This is an optimization exercise on Yosys and OpenROAD, whose aim is small area, a short achievable clock period and few clock cycles, not a production implementation.
In this exercise RTL edits were held to simulation tests only and were not proved equivalent to the original.
Power is estimated from default activity; no workload was simulated.

== run M ==
// fp_mult
module fp_mult(A, B, clk, reset, C, done, flow);
    input [31:0] A, B;
    input clk;
    input reset;
    output [31:0] C;
    output done;
    output [1:0] flow;
    wire be0_one = B[0] ^ 1'b0;
    wire be0_two = (B[1] & ~B[0] & ~1'b0) | (~B[1] & B[0] & 1'b0);
    wire be0_neg = B[1];
    wire be0_x0 = (A[0] ^ B[1]);
    wire be0_x1 = (A[1] ^ B[1]);
    wire be0_x2 = (A[2] ^ B[1]);
    wire be0_x3 = (A[3] ^ B[1]);
    wire be0_x4 = (A[4] ^ B[1]);
    wire be0_x5 = (A[5] ^ B[1]);
    wire be0_x6 = (A[6] ^ B[1]);
    wire be0_x7 = (A[7] ^ B[1]);
    wire be0_x8 = (A[8] ^ B[1]);
    wire be0_x9 = (A[9] ^ B[1]);
    wire be0_x10 = (A[10] ^ B[1]);
    wire be0_x11 = (A[11] ^ B[1]);
    wire be0_x12 = (A[12] ^ B[1]);
    wire be0_x13 = (A[13] ^ B[1]);
    wire be0_x14 = (A[14] ^ B[1]);
    wire be0_x15 = (A[15] ^ B[1]);
    wire be0_x16 = (A[16] ^ B[1]);
    wire be0_x17 = (A[17] ^ B[1]);
    wire be0_x18 = (A[18] ^ B[1]);
    wire be0_x19 = (A[19] ^ B[1]);
    wire be0_x20 = (A[20] ^ B[1]);
    wire be0_x21 = (A[21] ^ B[1]);
    wire be0_x22 = (A[22] ^ B[1]);
    wire be0_x23 = ~B[1];
    wire pp1 = (be0_one & be0_x0) | (be0_two & B[1]);
    wire pp2 = (be0_one & be0_x1) | (be0_two & be0_x0);
    wire pp3 = (be0_one & be0_x2) | (be0_two & be0_x1);
  ...
For scale: about 2400 cells after synthesis, roughly 100 I/O pins, ~0.019 mm2 of cells after synthesis.
export LEC_CHECK = 0
export ABC_AREA = 1
export ABC_CLOCK_PERIOD_IN_PS = 3000
export CAP_MARGIN = 20
export CORE_MARGIN = 2
export CORE_UTILIZATION = 40
export SLEW_MARGIN = 20
export SYNTH_HIERARCHICAL = 1
create_clock -name core_clock -period 5.0 [get_ports {clk}]
standard.sh (not shown) runs the stock make flow with config.mk's settings and CLKGATE_MAP_FILE= SYNTH_SCRIPT=/design/flow/synth_recipe.tcl, a recipe that flattens the netlist after the stock synthesis.
==> flow/flow/run.sh <==
#!/bin/bash
set -o pipefail
export BUFFER_PORTS_ARGS="-buffer_cell sky130_fd_sc_hd__buf_4"
bash standard.sh > standard.log 2>&1
Testbench counts of run M, summed over its fixed seeds: cycles 2,400.
#### Input delta (run Y over run M)
- a deleted ABC_CLOCK_PERIOD_IN_PS that had been 3000
## What came out
Run Y has completed all stages; timing, DRC and antenna checks passed.
Non-clock buffer count in the final layout came out exactly the same in run M and run Y.
Reported for run M and run Y, net count reported at finish turned out identical to the last digit.
Looking at run M and run Y, the synthesized netlist cell count is a wash.
Re final count of negative-setup-slack endpoints: no difference whatsoever between run M and run Y.
Run Y -> run M: flip-flop and latch count flat
Diff run Y..run M | fraction of power consumed by the clock network | negligible
As far as hold path depth goes, run Y and run M are indistinguishable; the numbers are identical.


fp_mult again, from the RTL that the note above started with.
export LEC_CHECK = 0
export ABC_AREA = 1
export CAP_MARGIN = 20
export CORE_MARGIN = 2
export CORE_UTILIZATION = 50
export SLEW_MARGIN = 20
export SYNTH_HIERARCHICAL = 1
create_clock -name core_clock -period 5.0 [get_ports {clk}]
Scripts as last shown in full above: flow/flow/run.sh
Testbench counts at the start, summed over its fixed seeds: cycles 2,400.
Edit:
==> flow/flow/run.sh (replaced) <==
#!/bin/bash
set -o pipefail
export BUFFER_PORTS_ARGS="-buffer_cell sky130_fd_sc_hd__buf_2"
bash standard.sh > standard.log 2>&1
- CORE_UTILIZATION: 50 -> 40
After rerunning:
- The new run went through all stages and came out clean
- die area rose by 24%
- power stays flat
- area after synthesis is unchanged
- via count rose by 2.4%
- flip-flop and latch count stays the same
- routed wire length rose by 7.1%
- clock power fell by 11%
- count of clock-buffer cells in the layout rose by 1


Starting RTL as in the previous note.
==> flow/design.v (excerpt) <==
module fp_mult(A, B, clk, reset, C, done, flow);
    input [31:0] A, B;
    input clk;
    input reset;
    output [31:0] C;
    output done;
    output [1:0] flow;
    wire be0_one = B[0] ^ 1'b0;
    wire be0_two = (B[1] & ~B[0] & ~1'b0) | (~B[1] & B[0] & 1'b0);
    wire be0_neg = B[1];
    wire be0_x0 = (A[0] ^ B[1]);
    wire be0_x1 = (A[1] ^ B[1]);
    wire be0_x2 = (A[2] ^ B[1]);
    wire be0_x3 = (A[3] ^ B[1]);
    wire be0_x4 = (A[4] ^ B[1]);
    wire be0_x5 = (A[5] ^ B[1]);
    wire be0_x6 = (A[6] ^ B[1]);
    wire be0_x7 = (A[7] ^ B[1]);
    wire be0_x8 = (A[8] ^ B[1]);
    wire be0_x9 = (A[9] ^ B[1]);
    wire be0_x10 = (A[10] ^ B[1]);
    wire be0_x11 = (A[11] ^ B[1]);
    wire be0_x12 = (A[12] ^ B[1]);
    wire be0_x13 = (A[13] ^ B[1]);
    wire be0_x14 = (A[14] ^ B[1]);
    wire be0_x15 = (A[15] ^ B[1]);
    wire be0_x16 = (A[16] ^ B[1]);
    wire be0_x17 = (A[17] ^ B[1]);
    wire be0_x18 = (A[18] ^ B[1]);
    wire be0_x19 = (A[19] ^ B[1]);
    wire be0_x20 = (A[20] ^ B[1]);
    wire be0_x21 = (A[21] ^ B[1]);
    wire be0_x22 = (A[22] ^ B[1]);
    wire be0_x23 = ~B[1];
    wire pp1 = (be0_one & be0_x0) | (be0_two & B[1]);
    wire pp2 = (be0_one & be0_x1) | (be0_two & be0_x0);
    wire pp3 = (be0_one & be0_x2) | (be0_two & be0_x1);
    wire pp4 = (be0_one & be0_x3) | (be0_two & be0_x2);
    wire pp5 = (be0_one & be0_x4) | (be0_two & be0_x3);
    wire pp6 = (be0_one & be0_x5) | (be0_two & be0_x4);
    wire pp7 = (be0_one & be0_x6) | (be0_two & be0_x5);
    wire pp8 = (be0_one & be0_x7) | (be0_two & be0_x6);
    wire pp9 = (be0_one & be0_x8) | (be0_two & be0_x7);
    wire pp10 = (be0_one & be0_x9) | (be0_two & be0_x8);
    wire pp11 = (be0_one & be0_x10) | (be0_two & be0_x9);
    wire pp12 = (be0_one & be0_x11) | (be0_two & be0_x10);
    wire pp13 = (be0_one & be0_x12) | (be0_two & be0_x11);
    wire pp14 = (be0_one & be0_x13) | (be0_two & be0_x12);
    wire pp15 = (be0_one & be0_x14) | (be0_two & be0_x13);
    wire pp16 = (be0_one & be0_x15) | (be0_two & be0_x14);
    wire pp17 = (be0_one & be0_x16) | (be0_two & be0_x15);
  ...
Settings: LEC_CHECK=0, ABC_AREA=1, CAP_MARGIN=20, CORE_MARGIN=2, CORE_UTILIZATION=45, SLEW_MARGIN=20, SYNTH_HIERARCHICAL=1; clock period 5.0 ns.
==> flow/flow/run.sh <==
#!/bin/bash
set -o pipefail
export BUFFER_PORTS_ARGS="-buffer_cell sky130_fd_sc_hd__buf_4"
bash standard.sh > standard.log 2>&1
The first run finished with timing, DRC and antenna clean.
Testbench counts at the start, summed over its fixed seeds: cycles 2,400.
==> next run, changes <==
- CORE_UTILIZATION: 45 -> 40
- CTS_BUF_LIST: not set -> sky130_fd_sc_hd__clkbuf_8
- CTS_CLUSTER_SIZE: not set -> 40
What happened: Global-route usage is lower by 1.7 points. Cell area went down slightly. Clock power fell by well over a third.

-- afterwards: timing with drivers on the ports --
The results above use ideal ports. As a check the final layouts listed here were re-extracted and re-timed, cells and wires unchanged.
Step 1: set_driving_cell puts a clkbuf_16 on clk and a buf_2 on each other input, an assumption about the parent block.
Step 2 moves the port delays by t, midway between the first and last clock arrival at a register: inputs arrive t later, outputs are due t later. That takes back most of the time a late clock gives input paths.
Three values: no drivers, after step 1, after step 2; two values: the first two.
run | shift t [ns] | slack for setup (ns) | worst register clock-pin slew, ns
run M | 0.413 | 0.304 / 0.247 / -0.037 | 0.07 / 0.07
run Y | 0.413 | 0.304 / 0.247 / -0.037 | 0.07 / 0.07
the first run of note 2 | 0.409 | 0.313 / 0.280 / -0.062 | 0.07 / 0.07
the second run of note 2 | 0.418 | 0.239 / 0.184 / -0.085 | 0.07 / 0.07
the first run of note 3 | 0.404 | 0.224 / 0.195 / -0.149 | 0.08 / 0.08
the second run of note 3 | 0.443 | 0.232 / 0.179 / -0.053 | 0.09 / 0.09
With both steps, setup timing fails in every run listed, where it was met with ideal ports. For the first run of note 2, which loses most, drivers alone change the setup slack by -0.033 ns; drivers and shift together by -0.375 ns.
